Context: an optimization exercise on an open-source flow, tuned for small area, a short achievable clock period and few clock cycles per item. The choices shown serve that exercise and are no tape-out recipe. Function was not checked in any run shown here: the RTL went through the layout flow alone.

## flow/design.v (module list and top-level ports; edited modules follow where they fit)
// module fpu_multiply: 949 lines
// module fast_power: 88 lines
module fast_power (
    input             clk,
    input             rst,
    input             start,
    input      [31:0] base,
    input      [31:0] exponent,
    output     [31:0] result,
    output reg        done
);
  // ...
==> flow/run.sh <==
#!/bin/bash
# synth_recipe.tcl (not shown) runs the flow's synth.tcl, then flattens the netlist and writes it again
# the make line also repeats each setting of config.mk as NAME=value (left out here)
make -C /OpenROAD-flow-scripts/flow DESIGN_CONFIG=/design/flow/config.mk WORK_HOME=/design/flow/orfs CLKGATE_MAP_FILE= SYNTH_SCRIPT=/design/flow/synth_recipe.tcl finish
==> flow/config.mk <==
export PLATFORM = sky130hd
export DESIGN_NAME = fast_power
export DESIGN_NICKNAME = fast_power
export VERILOG_FILES = /design/flow/design.v
export SDC_FILE = /design/flow/constraint.sdc
export NUM_CORES = 4
export LEC_CHECK = 0
export ABC_AREA = 1
export CAP_MARGIN = 60
export CORE_MARGIN = 2
export CORE_UTILIZATION = 40
export SLEW_MARGIN = 75
==> flow/constraint.sdc <==
create_clock -name core_clock -period 24.0 [get_ports {clk}]
set_input_delay 4.8000 -clock core_clock [delete_from_list [all_inputs] [get_ports {clk}]]
set_output_delay 4.8000 -clock core_clock [all_outputs]
set_load 0.01 [all_outputs]
==> reports/results.txt, run 1 <==
The run finished with no timing, DRC or antenna violations. For this block, the initial DRC count from the detailed router was 2142. The logs give 24.28 ns for the required arrival time at the worst endpoint and 0 for the number of hold violations in the final report. The synthesized-area fraction occupied by ao, oa, aoi and oai cells was 0.161; the depth of the worst hold-timing path was 2. By area, multi-input combinational cells come first. The part of the Yosys area used for sequential elements is 0.111.

100 I/O pins were placed. The count of warnings emitted by yosys is 1.

The source of the worst hold timing path was r_l. In the detailed route, the total length drawn on met3 is 7670 µm. The number of antenna violations at the first check in global routing came out at 1.

The number of buffers on the longest clock path was 2; the peak per-stage delay on the critical path was 0.61 ns. For the pin with the worst max-slew slack, the measured transition is 0.393 ns. After detailed routing, no signal wire sits above met4. The first global-routing pass estimated 134000 µm of wire.

Synthesis inferred 102 register bits. Main combinational cell family by area after synthesis: adder cells. The floorplan die height came out at 235 µm.

The number of hold buffers added after CTS was 0. The run gives 139 MHz as the maximum operating frequency. Counting buffers and inverters, the worst setup path is 28 cells deep. For the post-detailed-routing wire length, the log shows 89300 µm.
==> module fast_power, before the edit <==
module fast_power (
    input             clk,
    input             rst,
    input             start,
    input      [31:0] base,
    input      [31:0] exponent,
    output     [31:0] result,
    output reg        done
);
  reg        busy;
  reg        r_one;    
  reg        op_r;     
  reg [31:0] e;        
  reg        b_s;
  reg  [7:0] b_e;
  reg        b_l;
  reg [22:0] b_f;
  reg        r_s;
  reg  [7:0] r_e;
  reg        r_l;
  reg [22:0] r_f;
  assign result = {r_s, r_e, r_f};
  wire b_den  = ~b_l & (|b_f);           
  wire r_den  = ~r_l & (|r_f);
  wire e_zero = ~(|e);
  wire e_last = ~(|e[31:1]);
  wire        x_s = op_r ? r_s : b_s;
  wire  [7:0] x_e = op_r ? r_e : b_e;
  wire        x_l = op_r ? r_l : b_l;
  wire [22:0] x_f = op_r ? r_f : b_f;
  wire [47:0] p;
  fpu_multiply mul (.x(x_f), .y(b_f), .p(p));
  wire        m_zero = ~(x_l & b_l);
  wire  [7:0] e_hi   = x_e + b_e + 8'd130;           
  wire  [7:0] e_lo   = x_e + b_e + 8'd129;
  wire  [7:0] m_e    = m_zero ? 8'd0 : (p[47] ? e_hi : e_lo);
  wire [22:0] m_f    = m_zero ? 23'd0 : (p[47] ? p[46:24] : p[45:23]);
  wire        m_s    = x_s ^ b_s;
  wire        m_l    = ~m_zero & (p[47] ? (|e_hi) : (|e_lo));
  wire cap      = ~busy & ~done;               
  wire do_bnorm = busy & b_den;
  wire do_rnorm = busy & ~b_den & op_r & r_den;
  wire do_rmul  = busy & ~b_den & op_r & ~r_den;
  wire do_step  = busy & ~b_den & ~op_r & ~e_zero;    
  wire do_copy  = do_step & e[0] & r_one;
  wire finish   = e_zero | ((do_rmul | do_step) & e_last);
  wire [32:0] b_v    = {b_s, b_e, b_l, b_f};
  wire [32:0] r_v    = {r_s, r_e, r_l, r_f};
  wire [32:0] m_v    = {m_s, m_e, m_l, m_f};
  wire [32:0] base_v = {base[31], base[30:23], |base[30:23], base[22:0]};
  wire [32:0] one_v  = {1'b0, 8'd127, 1'b1, 23'd0};
  wire [32:0] b_sh   = {b_s, b_e - 8'd1, b_f, 1'b0};
  wire [32:0] r_sh   = {r_s, r_e - 8'd1, r_f, 1'b0};
  wire b_hold = ~(cap | do_bnorm | do_step);
  wire r_hold = ~(cap | do_rnorm | do_rmul | do_copy);
  wire [32:0] b_n = ({33{cap}} & base_v) | ({33{do_bnorm}} & b_sh) |
                    ({33{do_step}} & m_v) | ({33{b_hold}} & b_v);
  wire [32:0] r_n = ({33{cap}} & one_v) | ({33{do_rnorm}} & r_sh) |
                    ({33{do_rmul}} & m_v) | ({33{do_copy}} & b_v) |
                    ({33{r_hold}} & r_v);
  wire        op_r_n  = cap ? 1'b0 :
                        do_rmul ? 1'b0 :
                        do_step ? (e[1] & ~(r_one & ~e[0])) : op_r;
  wire        r_one_n = cap | (r_one & ~do_copy);
  wire [31:0] e_n     = cap ? exponent : (do_step ? {1'b0, e[31:1]} : e);
  always @(posedge clk) begin
    {b_s, b_e, b_l, b_f} <= b_n;
    {r_s, r_e, r_l, r_f} <= r_n;
    e <= e_n;  op_r <= op_r_n;  r_one <= r_one_n;
  end
  always @(posedge clk) begin
    if (rst) begin
      busy <= 1'b0;
      done <= 1'b0;
    end else if (!busy) begin
      if (done) begin
        if (!start) done <= 1'b0;
      end else if (start) begin
        busy <= 1'b1;
      end
    end else if (!start) begin
      busy <= 1'b0;
    end else if (finish) begin
      busy <= 1'b0;
      done <= 1'b1;
    end
  end
endmodule
==> run 2: changes to the inputs <==
--- a/flow/design.v
+++ b/flow/design.v
@@ -1,16 +1,60 @@
+module fpu_booth (
+  input  [22:0] y,
+  output [10:0] neg,
+  output [11:0] one,
+  output [11:0] two
+);
+  assign neg[0] = y[1];
+  assign one[0] = y[0] ^ 1'b0;
+  assign two[0] = (y[1] & ~y[0] & ~1'b0) | (~y[1] & y[0] & 1'b0);
+  assign neg[1] = y[3];
+  assign one[1] = y[2] ^ y[1];
+  assign two[1] = (y[3] & ~y[2] & ~y[1]) | (~y[3] & y[2] & y[1]);
+  assign neg[2] = y[5];
+  assign one[2] = y[4] ^ y[3];
+  assign two[2] = (y[5] & ~y[4] & ~y[3]) | (~y[5] & y[4] & y[3]);
+  assign neg[3] = y[7];
+  assign one[3] = y[6] ^ y[5];
+  assign two[3] = (y[7] & ~y[6] & ~y[5]) | (~y[7] & y[6] & y[5]);
+  assign neg[4] = y[9];
+  assign one[4] = y[8] ^ y[7];
+  assign two[4] = (y[9] & ~y[8] & ~y[7]) | (~y[9] & y[8] & y[7]);
+  assign neg[5] = y[11];
+  assign one[5] = y[10] ^ y[9];
+  assign two[5] = (y[11] & ~y[10] & ~y[9]) | (~y[11] & y[10] & y[9]);
+  assign neg[6] = y[13];
+  assign one[6] = y[12] ^ y[11];
+  assign two[6] = (y[13] & ~y[12] & ~y[11]) | (~y[13] & y[12] & y[11]);
+  assign neg[7] = y[15];
+  assign one[7] = y[14] ^ y[13];
+  assign two[7] = (y[15] & ~y[14] & ~y[13]) | (~y[15] & y[14] & y[13]);
+  assign neg[8] = y[17];
+  assign one[8] = y[16] ^ y[15];
+  assign two[8] = (y[17] & ~y[16] & ~y[15]) | (~y[17] & y[16] & y[15]);
+  assign neg[9] = y[19];
+  assign one[9] = y[18] ^ y[17];
+  assign two[9] = (y[19] & ~y[18] & ~y[17]) | (~y[19] & y[18] & y[17]);
+  assign neg[10] = y[21];
+  assign one[10] = y[20] ^ y[19];
+  assign two[10] = (y[21] & ~y[20] & ~y[19]) | (~y[21] & y[20] & y[19]);
+  assign one[11] = y[22] ^ y[21];
+  assign two[11] = (1'b1 & ~y[22] & ~y[21]) | (~1'b1 & y[22] & y[21]);
+endmodule
 module fpu_multiply (
   input  [22:0] x,
-  input  [22:0] y,
+  input  [10:0] neg,
+  input  [11:0] one,
+  input  [11:0] two,
   output [47:0] p
 );
-  wire neg0 = y[1];
-  wire one0 = y[0] ^ 0;
-  wire two0 = (y[1] & ~y[0] & ~0) | (~y[1] & y[0] & 0);
+  wire neg0 = neg[0];
+  wire one0 = one[0];
+  wire two0 = two[0];
   wire pp0_0 = ((one0 & x[0])) ^ neg0;
   wire pp0_1 = ((one0 & x[1]) | (two0 & x[0])) ^ neg0;
   wire pp0_2 = ((one0 & x[2]) | (two0 & x[1])) ^ neg0;
   wire pp0_3 = ((one0 & x[3]) | (two0 & x[2])) ^ neg0;
   wire pp0_4 = ((one0 & x[4]) | (two0 & x[3])) ^ neg0;
   wire pp0_5 = ((one0 & x[5]) | (two0 & x[4])) ^ neg0;
   wire pp0_6 = ((one0 & x[6]) | (two0 & x[5])) ^ neg0;
   wire pp0_7 = ((one0 & x[7]) | (two0 & x[6])) ^ neg0;
@@ -27,19 +71,19 @@
   wire pp0_18 = ((one0 & x[18]) | (two0 & x[17])) ^ neg0;
   wire pp0_19 = ((one0 & x[19]) | (two0 & x[18])) ^ neg0;
   wire pp0_20 = ((one0 & x[20]) | (two0 & x[19])) ^ neg0;
   wire pp0_21 = ((one0 & x[21]) | (two0 & x[20])) ^ neg0;
   wire pp0_22 = ((one0 & x[22]) | (two0 & x[21])) ^ neg0;
   wire pp0_23 = (one0 | (two0 & x[22])) ^ neg0;
   wire pp0_24 = (two0) ^ neg0;
   wire ns0 = ~neg0;
-  wire neg1 = y[3];
-  wire one1 = y[2] ^ y[1];
-  wire two1 = (y[3] & ~y[2] & ~y[1]) | (~y[3] & y[2] & y[1]);
+  wire neg1 = neg[1];
+  wire one1 = one[1];
+  wire two1 = two[1];
   wire pp1_0 = ((one1 & x[0])) ^ neg1;
   wire pp1_1 = ((one1 & x[1]) | (two1 & x[0])) ^ neg1;
   wire pp1_2 = ((one1 & x[2]) | (two1 & x[1])) ^ neg1;
   wire pp1_3 = ((one1 & x[3]) | (two1 & x[2])) ^ neg1;
   wire pp1_4 = ((one1 & x[4]) | (two1 & x[3])) ^ neg1;
   wire pp1_5 = ((one1 & x[5]) | (two1 & x[4])) ^ neg1;
   wire pp1_6 = ((one1 & x[6]) | (two1 & x[5])) ^ neg1;
   wire pp1_7 = ((one1 & x[7]) | (two1 & x[6])) ^ neg1;
@@ -56,19 +100,19 @@
   wire pp1_18 = ((one1 & x[18]) | (two1 & x[17])) ^ neg1;
   wire pp1_19 = ((one1 & x[19]) | (two1 & x[18])) ^ neg1;
   wire pp1_20 = ((one1 & x[20]) | (two1 & x[19])) ^ neg1;
   wire pp1_21 = ((one1 & x[21]) | (two1 & x[20])) ^ neg1;
   wire pp1_22 = ((one1 & x[22]) | (two1 & x[21])) ^ neg1;
   wire pp1_23 = (one1 | (two1 & x[22])) ^ neg1;
   wire pp1_24 = (two1) ^ neg1;
   wire ns1 = ~neg1;
-  wire neg2 = y[5];
-  wire one2 = y[4] ^ y[3];
-  wire two2 = (y[5] & ~y[4] & ~y[3]) | (~y[5] & y[4] & y[3]);
+  wire neg2 = neg[2];
+  wire one2 = one[2];
+  wire two2 = two[2];
   wire pp2_0 = ((one2 & x[0])) ^ neg2;
   wire pp2_1 = ((one2 & x[1]) | (two2 & x[0])) ^ neg2;
   wire pp2_2 = ((one2 & x[2]) | (two2 & x[1])) ^ neg2;
   wire pp2_3 = ((one2 & x[3]) | (two2 & x[2])) ^ neg2;
   wire pp2_4 = ((one2 & x[4]) | (two2 & x[3])) ^ neg2;
   wire pp2_5 = ((one2 & x[5]) | (two2 & x[4])) ^ neg2;
   wire pp2_6 = ((one2 & x[6]) | (two2 & x[5])) ^ neg2;
   wire pp2_7 = ((one2 & x[7]) | (two2 & x[6])) ^ neg2;
@@ -85,19 +129,19 @@
   wire pp2_18 = ((one2 & x[18]) | (two2 & x[17])) ^ neg2;
   wire pp2_19 = ((one2 & x[19]) | (two2 & x[18])) ^ neg2;
   wire pp2_20 = ((one2 & x[20]) | (two2 & x[19])) ^ neg2;
   wire pp2_21 = ((one2 & x[21]) | (two2 & x[20])) ^ neg2;
   wire pp2_22 = ((one2 & x[22]) | (two2 & x[21])) ^ neg2;
   wire pp2_23 = (one2 | (two2 & x[22])) ^ neg2;
   wire pp2_24 = (two2) ^ neg2;
   wire ns2 = ~neg2;
-  wire neg3 = y[7];
-  wire one3 = y[6] ^ y[5];
-  wire two3 = (y[7] & ~y[6] & ~y[5]) | (~y[7] & y[6] & y[5]);
+  wire neg3 = neg[3];
+  wire one3 = one[3];
+  wire two3 = two[3];
   wire pp3_0 = ((one3 & x[0])) ^ neg3;
   wire pp3_1 = ((one3 & x[1]) | (two3 & x[0])) ^ neg3;
   wire pp3_2 = ((one3 & x[2]) | (two3 & x[1])) ^ neg3;
   wire pp3_3 = ((one3 & x[3]) | (two3 & x[2])) ^ neg3;
   wire pp3_4 = ((one3 & x[4]) | (two3 & x[3])) ^ neg3;
   wire pp3_5 = ((one3 & x[5]) | (two3 & x[4])) ^ neg3;
   wire pp3_6 = ((one3 & x[6]) | (two3 & x[5])) ^ neg3;
   wire pp3_7 = ((one3 & x[7]) | (two3 & x[6])) ^ neg3;
@@ -114,19 +158,19 @@
   wire pp3_18 = ((one3 & x[18]) | (two3 & x[17])) ^ neg3;
   wire pp3_19 = ((one3 & x[19]) | (two3 & x[18])) ^ neg3;
   wire pp3_20 = ((one3 & x[20]) | (two3 & x[19])) ^ neg3;
   wire pp3_21 = ((one3 & x[21]) | (two3 & x[20])) ^ neg3;
   wire pp3_22 = ((one3 & x[22]) | (two3 & x[21])) ^ neg3;
   wire pp3_23 = (one3 | (two3 & x[22])) ^ neg3;
   wire pp3_24 = (two3) ^ neg3;
   wire ns3 = ~neg3;
-  wire neg4 = y[9];
-  wire one4 = y[8] ^ y[7];
-  wire two4 = (y[9] & ~y[8] & ~y[7]) | (~y[9] & y[8] & y[7]);
+  wire neg4 = neg[4];
+  wire one4 = one[4];
+  wire two4 = two[4];
   wire pp4_0 = ((one4 & x[0])) ^ neg4;
   wire pp4_1 = ((one4 & x[1]) | (two4 & x[0])) ^ neg4;
   wire pp4_2 = ((one4 & x[2]) | (two4 & x[1])) ^ neg4;
   wire pp4_3 = ((one4 & x[3]) | (two4 & x[2])) ^ neg4;
   wire pp4_4 = ((one4 & x[4]) | (two4 & x[3])) ^ neg4;
   wire pp4_5 = ((one4 & x[5]) | (two4 & x[4])) ^ neg4;
   wire pp4_6 = ((one4 & x[6]) | (two4 & x[5])) ^ neg4;
   wire pp4_7 = ((one4 & x[7]) | (two4 & x[6])) ^ neg4;
@@ -143,19 +187,19 @@
   wire pp4_18 = ((one4 & x[18]) | (two4 & x[17])) ^ neg4;
   wire pp4_19 = ((one4 & x[19]) | (two4 & x[18])) ^ neg4;
   wire pp4_20 = ((one4 & x[20]) | (two4 & x[19])) ^ neg4;
   wire pp4_21 = ((one4 & x[21]) | (two4 & x[20])) ^ neg4;
   wire pp4_22 = ((one4 & x[22]) | (two4 & x[21])) ^ neg4;
   wire pp4_23 = (one4 | (two4 & x[22])) ^ neg4;
   wire pp4_24 = (two4) ^ neg4;
   wire ns4 = ~neg4;
-  wire neg5 = y[11];
-  wire one5 = y[10] ^ y[9];
-  wire two5 = (y[11] & ~y[10] & ~y[9]) | (~y[11] & y[10] & y[9]);
+  wire neg5 = neg[5];
+  wire one5 = one[5];
+  wire two5 = two[5];
   wire pp5_0 = ((one5 & x[0])) ^ neg5;
   wire pp5_1 = ((one5 & x[1]) | (two5 & x[0])) ^ neg5;
   wire pp5_2 = ((one5 & x[2]) | (two5 & x[1])) ^ neg5;
   wire pp5_3 = ((one5 & x[3]) | (two5 & x[2])) ^ neg5;
   wire pp5_4 = ((one5 & x[4]) | (two5 & x[3])) ^ neg5;
   wire pp5_5 = ((one5 & x[5]) | (two5 & x[4])) ^ neg5;
   wire pp5_6 = ((one5 & x[6]) | (two5 & x[5])) ^ neg5;
   wire pp5_7 = ((one5 & x[7]) | (two5 & x[6])) ^ neg5;
@@ -172,19 +216,19 @@
   wire pp5_18 = ((one5 & x[18]) | (two5 & x[17])) ^ neg5;
   wire pp5_19 = ((one5 & x[19]) | (two5 & x[18])) ^ neg5;
   wire pp5_20 = ((one5 & x[20]) | (two5 & x[19])) ^ neg5;
   wire pp5_21 = ((one5 & x[21]) | (two5 & x[20])) ^ neg5;
   wire pp5_22 = ((one5 & x[22]) | (two5 & x[21])) ^ neg5;
   wire pp5_23 = (one5 | (two5 & x[22])) ^ neg5;
   wire pp5_24 = (two5) ^ neg5;
   wire ns5 = ~neg5;
-  wire neg6 = y[13];
-  wire one6 = y[12] ^ y[11];
-  wire two6 = (y[13] & ~y[12] & ~y[11]) | (~y[13] & y[12] & y[11]);
+  wire neg6 = neg[6];
+  wire one6 = one[6];
+  wire two6 = two[6];
   wire pp6_0 = ((one6 & x[0])) ^ neg6;
   wire pp6_1 = ((one6 & x[1]) | (two6 & x[0])) ^ neg6;
   wire pp6_2 = ((one6 & x[2]) | (two6 & x[1])) ^ neg6;
   wire pp6_3 = ((one6 & x[3]) | (two6 & x[2])) ^ neg6;
   wire pp6_4 = ((one6 & x[4]) | (two6 & x[3])) ^ neg6;
   wire pp6_5 = ((one6 & x[5]) | (two6 & x[4])) ^ neg6;
   wire pp6_6 = ((one6 & x[6]) | (two6 & x[5])) ^ neg6;
   wire pp6_7 = ((one6 & x[7]) | (two6 & x[6])) ^ neg6;
@@ -201,19 +245,19 @@
   wire pp6_18 = ((one6 & x[18]) | (two6 & x[17])) ^ neg6;
   wire pp6_19 = ((one6 & x[19]) | (two6 & x[18])) ^ neg6;
   wire pp6_20 = ((one6 & x[20]) | (two6 & x[19])) ^ neg6;
   wire pp6_21 = ((one6 & x[21]) | (two6 & x[20])) ^ neg6;
   wire pp6_22 = ((one6 & x[22]) | (two6 & x[21])) ^ neg6;
   wire pp6_23 = (one6 | (two6 & x[22])) ^ neg6;
   wire pp6_24 = (two6) ^ neg6;
   wire ns6 = ~neg6;
-  wire neg7 = y[15];
-  wire one7 = y[14] ^ y[13];
-  wire two7 = (y[15] & ~y[14] & ~y[13]) | (~y[15] & y[14] & y[13]);
+  wire neg7 = neg[7];
+  wire one7 = one[7];
+  wire two7 = two[7];
   wire pp7_0 = ((one7 & x[0])) ^ neg7;
   wire pp7_1 = ((one7 & x[1]) | (two7 & x[0])) ^ neg7;
   wire pp7_2 = ((one7 & x[2]) | (two7 & x[1])) ^ neg7;
   wire pp7_3 = ((one7 & x[3]) | (two7 & x[2])) ^ neg7;
   wire pp7_4 = ((one7 & x[4]) | (two7 & x[3])) ^ neg7;
   wire pp7_5 = ((one7 & x[5]) | (two7 & x[4])) ^ neg7;
   wire pp7_6 = ((one7 & x[6]) | (two7 & x[5])) ^ neg7;
   wire pp7_7 = ((one7 & x[7]) | (two7 & x[6])) ^ neg7;
@@ -230,19 +274,19 @@
   wire pp7_18 = ((one7 & x[18]) | (two7 & x[17])) ^ neg7;
   wire pp7_19 = ((one7 & x[19]) | (two7 & x[18])) ^ neg7;
   wire pp7_20 = ((one7 & x[20]) | (two7 & x[19])) ^ neg7;
   wire pp7_21 = ((one7 & x[21]) | (two7 & x[20])) ^ neg7;
   wire pp7_22 = ((one7 & x[22]) | (two7 & x[21])) ^ neg7;
   wire pp7_23 = (one7 | (two7 & x[22])) ^ neg7;
   wire pp7_24 = (two7) ^ neg7;
   wire ns7 = ~neg7;
-  wire neg8 = y[17];
-  wire one8 = y[16] ^ y[15];
-  wire two8 = (y[17] & ~y[16] & ~y[15]) | (~y[17] & y[16] & y[15]);
+  wire neg8 = neg[8];
+  wire one8 = one[8];
+  wire two8 = two[8];
   wire pp8_0 = ((one8 & x[0])) ^ neg8;
   wire pp8_1 = ((one8 & x[1]) | (two8 & x[0])) ^ neg8;
   wire pp8_2 = ((one8 & x[2]) | (two8 & x[1])) ^ neg8;
   wire pp8_3 = ((one8 & x[3]) | (two8 & x[2])) ^ neg8;
   wire pp8_4 = ((one8 & x[4]) | (two8 & x[3])) ^ neg8;
   wire pp8_5 = ((one8 & x[5]) | (two8 & x[4])) ^ neg8;
   wire pp8_6 = ((one8 & x[6]) | (two8 & x[5])) ^ neg8;
   wire pp8_7 = ((one8 & x[7]) | (two8 & x[6])) ^ neg8;
@@ -259,19 +303,19 @@
   wire pp8_18 = ((one8 & x[18]) | (two8 & x[17])) ^ neg8;
   wire pp8_19 = ((one8 & x[19]) | (two8 & x[18])) ^ neg8;
   wire pp8_20 = ((one8 & x[20]) | (two8 & x[19])) ^ neg8;
   wire pp8_21 = ((one8 & x[21]) | (two8 & x[20])) ^ neg8;
   wire pp8_22 = ((one8 & x[22]) | (two8 & x[21])) ^ neg8;
   wire pp8_23 = (one8 | (two8 & x[22])) ^ neg8;
   wire pp8_24 = (two8) ^ neg8;
   wire ns8 = ~neg8;
-  wire neg9 = y[19];
-  wire one9 = y[18] ^ y[17];
-  wire two9 = (y[19] & ~y[18] & ~y[17]) | (~y[19] & y[18] & y[17]);
+  wire neg9 = neg[9];
+  wire one9 = one[9];
+  wire two9 = two[9];
   wire pp9_0 = ((one9 & x[0])) ^ neg9;
   wire pp9_1 = ((one9 & x[1]) | (two9 & x[0])) ^ neg9;
   wire pp9_2 = ((one9 & x[2]) | (two9 & x[1])) ^ neg9;
   wire pp9_3 = ((one9 & x[3]) | (two9 & x[2])) ^ neg9;
   wire pp9_4 = ((one9 & x[4]) | (two9 & x[3])) ^ neg9;
   wire pp9_5 = ((one9 & x[5]) | (two9 & x[4])) ^ neg9;
   wire pp9_6 = ((one9 & x[6]) | (two9 & x[5])) ^ neg9;
   wire pp9_7 = ((one9 & x[7]) | (two9 & x[6])) ^ neg9;
@@ -288,19 +332,19 @@
   wire pp9_18 = ((one9 & x[18]) | (two9 & x[17])) ^ neg9;
   wire pp9_19 = ((one9 & x[19]) | (two9 & x[18])) ^ neg9;
   wire pp9_20 = ((one9 & x[20]) | (two9 & x[19])) ^ neg9;
   wire pp9_21 = ((one9 & x[21]) | (two9 & x[20])) ^ neg9;
   wire pp9_22 = ((one9 & x[22]) | (two9 & x[21])) ^ neg9;
   wire pp9_23 = (one9 | (two9 & x[22])) ^ neg9;
   wire pp9_24 = (two9) ^ neg9;
   wire ns9 = ~neg9;
-  wire neg10 = y[21];
-  wire one10 = y[20] ^ y[19];
-  wire two10 = (y[21] & ~y[20] & ~y[19]) | (~y[21] & y[20] & y[19]);
+  wire neg10 = neg[10];
+  wire one10 = one[10];
+  wire two10 = two[10];
   wire pp10_0 = ((one10 & x[0])) ^ neg10;
   wire pp10_1 = ((one10 & x[1]) | (two10 & x[0])) ^ neg10;
   wire pp10_2 = ((one10 & x[2]) | (two10 & x[1])) ^ neg10;
   wire pp10_3 = ((one10 & x[3]) | (two10 & x[2])) ^ neg10;
   wire pp10_4 = ((one10 & x[4]) | (two10 & x[3])) ^ neg10;
   wire pp10_5 = ((one10 & x[5]) | (two10 & x[4])) ^ neg10;
   wire pp10_6 = ((one10 & x[6]) | (two10 & x[5])) ^ neg10;
   wire pp10_7 = ((one10 & x[7]) | (two10 & x[6])) ^ neg10;
@@ -317,19 +361,19 @@
   wire pp10_18 = ((one10 & x[18]) | (two10 & x[17])) ^ neg10;
   wire pp10_19 = ((one10 & x[19]) | (two10 & x[18])) ^ neg10;
   wire pp10_20 = ((one10 & x[20]) | (two10 & x[19])) ^ neg10;
   wire pp10_21 = ((one10 & x[21]) | (two10 & x[20])) ^ neg10;
   wire pp10_22 = ((one10 & x[22]) | (two10 & x[21])) ^ neg10;
   wire pp10_23 = (one10 | (two10 & x[22])) ^ neg10;
   wire pp10_24 = (two10) ^ neg10;
   wire ns10 = ~neg10;
-  wire neg11 = 1;
-  wire one11 = y[22] ^ y[21];
-  wire two11 = (1 & ~y[22] & ~y[21]) | (~1 & y[22] & y[21]);
+  wire neg11 = 1'b1;
+  wire one11 = one[11];
+  wire two11 = two[11];
   wire pp11_0 = ((one11 & x[0])) ^ neg11;
   wire pp11_1 = ((one11 & x[1]) | (two11 & x[0])) ^ neg11;
   wire pp11_2 = ((one11 & x[2]) | (two11 & x[1])) ^ neg11;
   wire pp11_3 = ((one11 & x[3]) | (two11 & x[2])) ^ neg11;
   wire pp11_4 = ((one11 & x[4]) | (two11 & x[3])) ^ neg11;
   wire pp11_5 = ((one11 & x[5]) | (two11 & x[4])) ^ neg11;
   wire pp11_6 = ((one11 & x[6]) | (two11 & x[5])) ^ neg11;
   wire pp11_7 = ((one11 & x[7]) | (two11 & x[6])) ^ neg11;
@@ -963,65 +1007,119 @@
   reg        b_s;
   reg  [7:0] b_e;
   reg        b_l;
   reg [22:0] b_f;
   reg        r_s;
   reg  [7:0] r_e;
   reg        r_l;
   reg [22:0] r_f;
+  reg [10:0] x_neg;
+  reg [11:0] x_one;
+  reg [11:0] x_two;
   assign result = {r_s, r_e, r_f};
   wire b_den  = ~b_l & (|b_f);           
   wire r_den  = ~r_l & (|r_f);
   wire e_zero = ~(|e);
   wire e_last = ~(|e[31:1]);
   wire        x_s = op_r ? r_s : b_s;
   wire  [7:0] x_e = op_r ? r_e : b_e;
   wire        x_l = op_r ? r_l : b_l;
-  wire [22:0] x_f = op_r ? r_f : b_f;
   wire [47:0] p;
-  fpu_multiply mul (.x(x_f), .y(b_f), .p(p));
+  fpu_multiply mul (.x(b_f), .neg(x_neg), .one(x_one), .two(x_two), .p(p));
   wire        m_zero = ~(x_l & b_l);
   wire  [7:0] e_hi   = x_e + b_e + 8'd130;           
   wire  [7:0] e_lo   = x_e + b_e + 8'd129;
   wire  [7:0] m_e    = m_zero ? 8'd0 : (p[47] ? e_hi : e_lo);
   wire [22:0] m_f    = m_zero ? 23'd0 : (p[47] ? p[46:24] : p[45:23]);
   wire        m_s    = x_s ^ b_s;
   wire        m_l    = ~m_zero & (p[47] ? (|e_hi) : (|e_lo));
   wire cap      = ~busy & ~done;               
   wire do_bnorm = busy & b_den;
   wire do_rnorm = busy & ~b_den & op_r & r_den;
   wire do_rmul  = busy & ~b_den & op_r & ~r_den;
   wire do_step  = busy & ~b_den & ~op_r & ~e_zero;    
   wire do_copy  = do_step & e[0] & r_one;
   wire finish   = e_zero | ((do_rmul | do_step) & e_last);
-  wire [32:0] b_v    = {b_s, b_e, b_l, b_f};
-  wire [32:0] r_v    = {r_s, r_e, r_l, r_f};
-  wire [32:0] m_v    = {m_s, m_e, m_l, m_f};
-  wire [32:0] base_v = {base[31], base[30:23], |base[30:23], base[22:0]};
-  wire [32:0] one_v  = {1'b0, 8'd127, 1'b1, 23'd0};
-  wire [32:0] b_sh   = {b_s, b_e - 8'd1, b_f, 1'b0};
-  wire [32:0] r_sh   = {r_s, r_e - 8'd1, r_f, 1'b0};
-  wire b_hold = ~(cap | do_bnorm | do_step);
-  wire r_hold = ~(cap | do_rnorm | do_rmul | do_copy);
-  wire [32:0] b_n = ({33{cap}} & base_v) | ({33{do_bnorm}} & b_sh) |
-                    ({33{do_step}} & m_v) | ({33{b_hold}} & b_v);
-  wire [32:0] r_n = ({33{cap}} & one_v) | ({33{do_rnorm}} & r_sh) |
-                    ({33{do_rmul}} & m_v) | ({33{do_copy}} & b_v) |
-                    ({33{r_hold}} & r_v);
-  wire        op_r_n  = cap ? 1'b0 :
-                        do_rmul ? 1'b0 :
-                        do_step ? (e[1] & ~(r_one & ~e[0])) : op_r;
-  wire        r_one_n = cap | (r_one & ~do_copy);
-  wire [31:0] e_n     = cap ? exponent : (do_step ? {1'b0, e[31:1]} : e);
+  reg        b_s_n, r_s_n, b_l_n, r_l_n, op_r_n, r_one_n;
+  reg  [7:0] b_e_n, r_e_n;
+  reg [22:0] b_f_n, r_f_n;
+  reg [31:0] e_n;
+  always @(*) begin
+    b_s_n = b_s;  b_e_n = b_e;  b_l_n = b_l;  b_f_n = b_f;
+    r_s_n = r_s;  r_e_n = r_e;  r_l_n = r_l;  r_f_n = r_f;
+    e_n = e;  op_r_n = op_r;  r_one_n = r_one;
+    if (cap) begin
+      e_n   = exponent;
+      b_s_n = base[31];
+      b_e_n = base[30:23];
+      b_l_n = |base[30:23];
+      b_f_n = base[22:0];
+      r_s_n = 1'b0;
+      r_e_n = 8'd127;
+      r_l_n = 1'b1;
+      r_f_n = 23'd0;
+      r_one_n = 1'b1;
+      op_r_n  = 1'b0;
+    end
+    if (do_bnorm) begin
+      {b_l_n, b_f_n} = {b_f, 1'b0};
+      b_e_n          = b_e - 8'd1;
+    end
+    if (do_rnorm) begin
+      {r_l_n, r_f_n} = {r_f, 1'b0};
+      r_e_n          = r_e - 8'd1;
+    end
+    if (do_rmul) begin
+      r_s_n  = m_s;
+      r_e_n  = m_e;
+      r_l_n  = m_l;
+      r_f_n  = m_f;
+      op_r_n = 1'b0;
+    end
+    if (do_step) begin
+      if (do_copy) begin
+        r_s_n   = b_s;
+        r_e_n   = b_e;
+        r_l_n   = b_l;
+        r_f_n   = b_f;
+        r_one_n = 1'b0;
+      end
+      b_s_n  = m_s;
+      b_e_n  = m_e;
+      b_l_n  = m_l;
+      b_f_n  = m_f;
+      e_n    = e >> 1;
+      op_r_n = e[1] & ~(r_one & ~e[0]);
+    end
+  end
   always @(posedge clk) begin
-    {b_s, b_e, b_l, b_f} <= b_n;
-    {r_s, r_e, r_l, r_f} <= r_n;
+    b_s <= b_s_n;  b_e <= b_e_n;  b_l <= b_l_n;  b_f <= b_f_n;
+    r_s <= r_s_n;  r_e <= r_e_n;  r_l <= r_l_n;  r_f <= r_f_n;
     e <= e_n;  op_r <= op_r_n;  r_one <= r_one_n;
+    x_neg <= x_late ? (p[47] ? hi_neg : lo_neg) : ea_neg;
+    x_one <= x_late ? (p[47] ? hi_one : lo_one) : ea_one;
+    x_two <= x_late ? (p[47] ? hi_two : lo_two) : ea_two;
+  end
+  wire        x_late = do_step & ~op_r_n;
+  reg  [22:0] x_ea;
+  always @(*) begin
+    if (cap)           x_ea = base[22:0];
+    else if (do_bnorm) x_ea = op_r ? r_f : {b_f[21:0], 1'b0};
+    else if (do_rnorm) x_ea = {r_f[21:0], 1'b0};
+    else if (do_rmul)  x_ea = b_f;
+    else if (do_copy)  x_ea = b_f;
+    else               x_ea = r_f;
   end
+  wire [10:0] ea_neg, hi_neg, lo_neg;
+  wire [11:0] ea_one, hi_one, lo_one;
+  wire [11:0] ea_two, hi_two, lo_two;
+  fpu_booth enc_ea (.y(x_ea), .neg(ea_neg), .one(ea_one), .two(ea_two));
+  fpu_booth enc_hi (.y(p[46:24]), .neg(hi_neg), .one(hi_one), .two(hi_two));
+  fpu_booth enc_lo (.y(p[45:23]), .neg(lo_neg), .one(lo_one), .two(lo_two));
   always @(posedge clk) begin
     if (rst) begin
       busy <= 1'b0;
       done <= 1'b0;
     end else if (!busy) begin
       if (done) begin
         if (!start) done <= 1'b0;
       end else if (start) begin
==> reports/results.txt, run 2 <==
The flow ran to the end and the layout has no timing, DRC or antenna violations. The synthesized-area fraction occupied by ao, oa, aoi and oai cells is 0.152 (-0.00913). The floorplan die height was 253 µm (+7.7%); the flip-flop count of the largest register, all copies and words added was 32. The floorplan has 91 rows. The tree built by TritonCTS fans out to 137 sinks.

The share of cell area taken by muxes after synthesis is 0.000909. The endpoint class of the critical path was a register. The tools report the distinct cell type count of the synthesized netlist as 51.

The post-detailed-placement cell area is 26800 µm², and the count of warnings emitted by yosys is 1 (unchanged). The top cell type by total area after synthesis was sky130_fd_sc_hd__fa_1. The number of buffer cells added on primary ports came out at 99. In this run the worst path has a maximum fanout of 25. The area share of the leading cell type in the synthesized netlist is 0.200. The logs give 24500 for the number of global-route vias before repair and 0 for the number of maximum-capacitance violations.

The worst hold path begins at r_one. Global router's overall resource usage: 0.312. The number of design-rule violations left by the first detailed-router iteration is 2882 (+35%), and the cell count after synthesis is 3601.

The number of setup buffers added after CTS is 0. The run gives 152000 µm (+13%) as the global-route wire length before repair. The tree is rooted in a sky130_fd_sc_hd__clkbuf_16. The run gives 2 (unchanged) as the number of buffers on the longest clock path.

Origin of the critical flop-to-flop path: b_f[21]. Required arrival time at the worst endpoint: 24.21 ns (-0.07 ns). The per-cell routed wire length works out to 22.7 µm. The library cells used most frequently in the layout, excluding fill and tap cells, are sky130_fd_sc_hd__nand2_1 (895), sky130_fd_sc_hd__inv_1 (461), sky130_fd_sc_hd__o22ai_1 (275).

Setup violations remaining at the end of the flow were counted as 0. The worst-margin pin slew works out to 0.390 ns (-0.00310 ns). Setup repair after global routing left no endpoint under its margin. Relative to the synthesized area, the layout overhead comes to 11.3%. After clock tree synthesis, the clock-pin slew on the worst setup and hold paths is 0.07 ns. TritonCTS built the clock tree. The detail route stage leaves a number of antenna-violating nets equal to 0.

Cell area after technology mapping: 24800 µm². The most common cell in the synthesized netlist is sky130_fd_sc_hd__nand2_1. The number of buffers added to fix hold violations after cts was 0 (unchanged).

The worst setup path is of the register to register kind. After detailed routing, the number of remaining DRC violations is 0. In this run the number of H-tree levels came out at 4.

The share of final-layout standard cells stronger than drive strength 1 is 0.0600, and the detailed-placement wirelength estimate is 72200 µm. The area fraction in and, or, nand and nor cells after synthesis works out to 0.243. The run gives 99600 µm (+12%) as the post-detailed-routing wire length. The adder-cell share of the synthesized area is 0.251. The tools report the number of search-and-repair iterations in the first detailed-routing pass as 6.

The core region is 61500 µm². The starting utilization of the core area is 0.403. The average via count per standard cell came out at 5.82. Ranked by flip-flop count, first place goes to e.

The startpoint of the most critical setup path is b_f[21]. The number of antenna violations at the first check in global routing came out at 1 (unchanged). Entering global routing, the biggest net connects 56 pins. The most used flip-flop cell after synthesis is sky130_fd_sc_hd__dfxtp_1.

The horizontal die dimension came out at 253 µm. The maximum operating frequency came out at 146 MHz (+5.3%). For the final database, setup skew stands at 0.0102 ns.

The tools report the sort of element at the start of the critical path as a register. The later pin in the worst-skew pair is clocked with a latency of 0.46 ns. Counting flops with a built-in enable in the synthesized netlist gives 64. The main combinational cell family by area after synthesis is adder cells. The average cell area after synthesis is 6.88 µm², and the count of vias placed by the detailed router is 25600. The number of gates resized after cts is 0. The xor and xnor area share after synthesis works out to 0.102. The run gives 100 (unchanged) as the boundary pin count. The fraction of the cycle the final worst path needs is 0.285. By count the netlist is led by sky130_fd_sc_hd__nand2_1 (902), sky130_fd_sc_hd__inv_1 (489), sky130_fd_sc_hd__xor2_1 (276). The number of nets handed over by synthesis was 4016.

The number of hold violations in the final report is 0 (unchanged). The number of buffers created by CTS came out at 17. After routing the design area is 27600 µm². Summed over all layers, the global routing overflow is 0. The run gives 0 ns as the total negative slack for setup checks.

The data arrival time of the worst path is 7.06 ns. The final layout contains 4000 nets. The floorplan step defined a die boundary enclosing 64000 µm². The clock period minus final worst setup slack was 6.85 ns. Leaving out fill and tap cells, the most frequent cell in the layout is sky130_fd_sc_hd__nand2_1. The fraction of registers with async set or reset after synthesis is 0, and the register bit count reported by yosys is 137 (+34%). Reg2reg setup slack: 17.15 ns. By area the synthesized netlist is led by sky130_fd_sc_hd__fa_1 (20%), sky130_fd_sc_hd__nand2_1 (14%), sky130_fd_sc_hd__xor2_1 (9.8%). Routability-driven placement finished with a final weighted congestion of 0.986.

The part of the Yosys area used for sequential elements came out at 0.137 (+0.0257). The logs give 0 for the number of pins with negative max-slew slack in the final report and 0.739 for the worst slew margin relative to its limit. The worst min-delay path category is register to register.
[run 2: cell count changes after synthesis, sizes merged, moves of 24 or more]
cell / before / now
edfxtp: 32 / 64
nand4: 91 / 65
buf: 82 / 58
o21ai: 148 / 173
clkbuf: 98 / 147
nand3: 61 / 202
nand2: 669 / 907
inv: 440 / 505
nor2: 165 / 237
[run 2: worst paths after layout]
kind                                end  cells past startpoint
worst max register to register  b_f[15]                     24
worst min register to register    r_one                      2
worst min-delay path              r_one                      2
worst max-delay path            b_f[15]                     24
[run 2: cells by family (layout without fill, tap and decap cells)]
logic type	Yosys count	in the layout
adders and majority gates	348	348
other	0	2
DFF	137	137
and+or+nand+nor	1453	1453
xor gates and xnor gates	288	288
muxes	2	2
buffers and inverters	725	722
AOI/OAI and AO/OA	648	648
[run 2: layer usage]
metal,wire length (µm),track usage,vias up
met1,41300,0.421,12300
met3,9260,0.0543,251
met5,0,0,-
met2,44400,0.490,1394
met4,4580,0.137,0
li1,-,-,11700
[run 2: critical path, stage by stage (launching register included)]
cell and delay [ns]:
sky130_fd_sc_hd__edfxtp_1 0.50, sky130_fd_sc_hd__clkinv_1 0.12, sky130_fd_sc_hd__buf_6 0.29, sky130_fd_sc_hd__o22ai_1 0.16, sky130_fd_sc_hd__xor2_1 0.18, sky130_fd_sc_hd__fa_1 0.54, sky130_fd_sc_hd__inv_1 0.05, sky130_fd_sc_hd__fa_1 0.53
sky130_fd_sc_hd__inv_1 0.05, sky130_fd_sc_hd__fa_1 0.52, sky130_fd_sc_hd__fa_1 0.52, sky130_fd_sc_hd__fa_1 0.58, sky130_fd_sc_hd__inv_1 0.06, sky130_fd_sc_hd__ha_1 0.41, sky130_fd_sc_hd__nand2_1 0.13, sky130_fd_sc_hd__nor2_1 0.24
sky130_fd_sc_hd__nand3_1 0.19, sky130_fd_sc_hd__nor2_1 0.24, sky130_fd_sc_hd__nand4_1 0.30, sky130_fd_sc_hd__nand3_1 0.21, sky130_fd_sc_hd__nand2_1 0.06, sky130_fd_sc_hd__nand2_1 0.27, sky130_fd_sc_hd__nand2_1 0.21, sky130_fd_sc_hd__nand4_1 0.11
sky130_fd_sc_hd__o21ai_0 0.08
[run 2: per-stage QoR]
stage | hold slack, ns | instances | setup WS [ns] | utilization
2_1_floorplan | 0.447 | 3601 | 17.89 | -
3_3_place_gp | 0.457 | 4327 | 16.41 | 0.426
3_5_place_dp | 0.459 | 4350 | 17.26 | 0.436
4_1_cts | 0.468 | 4382 | 17.26 | 0.446
5_1_grt | 0.523 | 4388 | 16.91 | 0.449
6_report | 0.471 | 4390 | 17.15 | 0.449
[run 2: cell type report]
| cell class | instances | area, µm² |
|---|---|---|
| antenna | 2 | 5.00 |
| clock buffer | 17 | 425 |
| clock inverter | 15 | 190 |
| fill | 6456 | 33900 |
| inverter | 520 | 2090 |
| multi-input combinational | 2739 | 18800 |
| sequential | 137 | 3410 |
| tap | 790 | 988 |
| timing repair buffer | 170 | 1730 |

[separate check: timing with driven ports]
The results above use ideal ports. As a check the final layouts listed here were re-extracted and re-timed, cells and wires unchanged. Step 1 assumes that a clkbuf_16 drives the clock port and a buf_2 every other input. Step 2 adds t to the input delays and takes it off the output delays; t is the mean of the earliest and latest rising clock arrival at the registers after step 1. Input paths then give back, and output paths get back, about the clock's delay inside the block. a / b / c = no drivers / after step 1 / after step 2; a / b = the first two.
| run | t (ns) | setup WS [ns] | hold slack, ns | worst setup path after step 2 |
|---|---|---|---|---|
| run 1 | 0.417 | 16.790 / 16.790 / 16.790 | 0.485 / 0.485 / 0.485 | register to register |
| run 2 | 0.505 | 17.151 / 17.151 / 17.151 | 0.471 / 0.471 / 0.471 | register to register |
After both steps setup and hold are still met in every run listed.
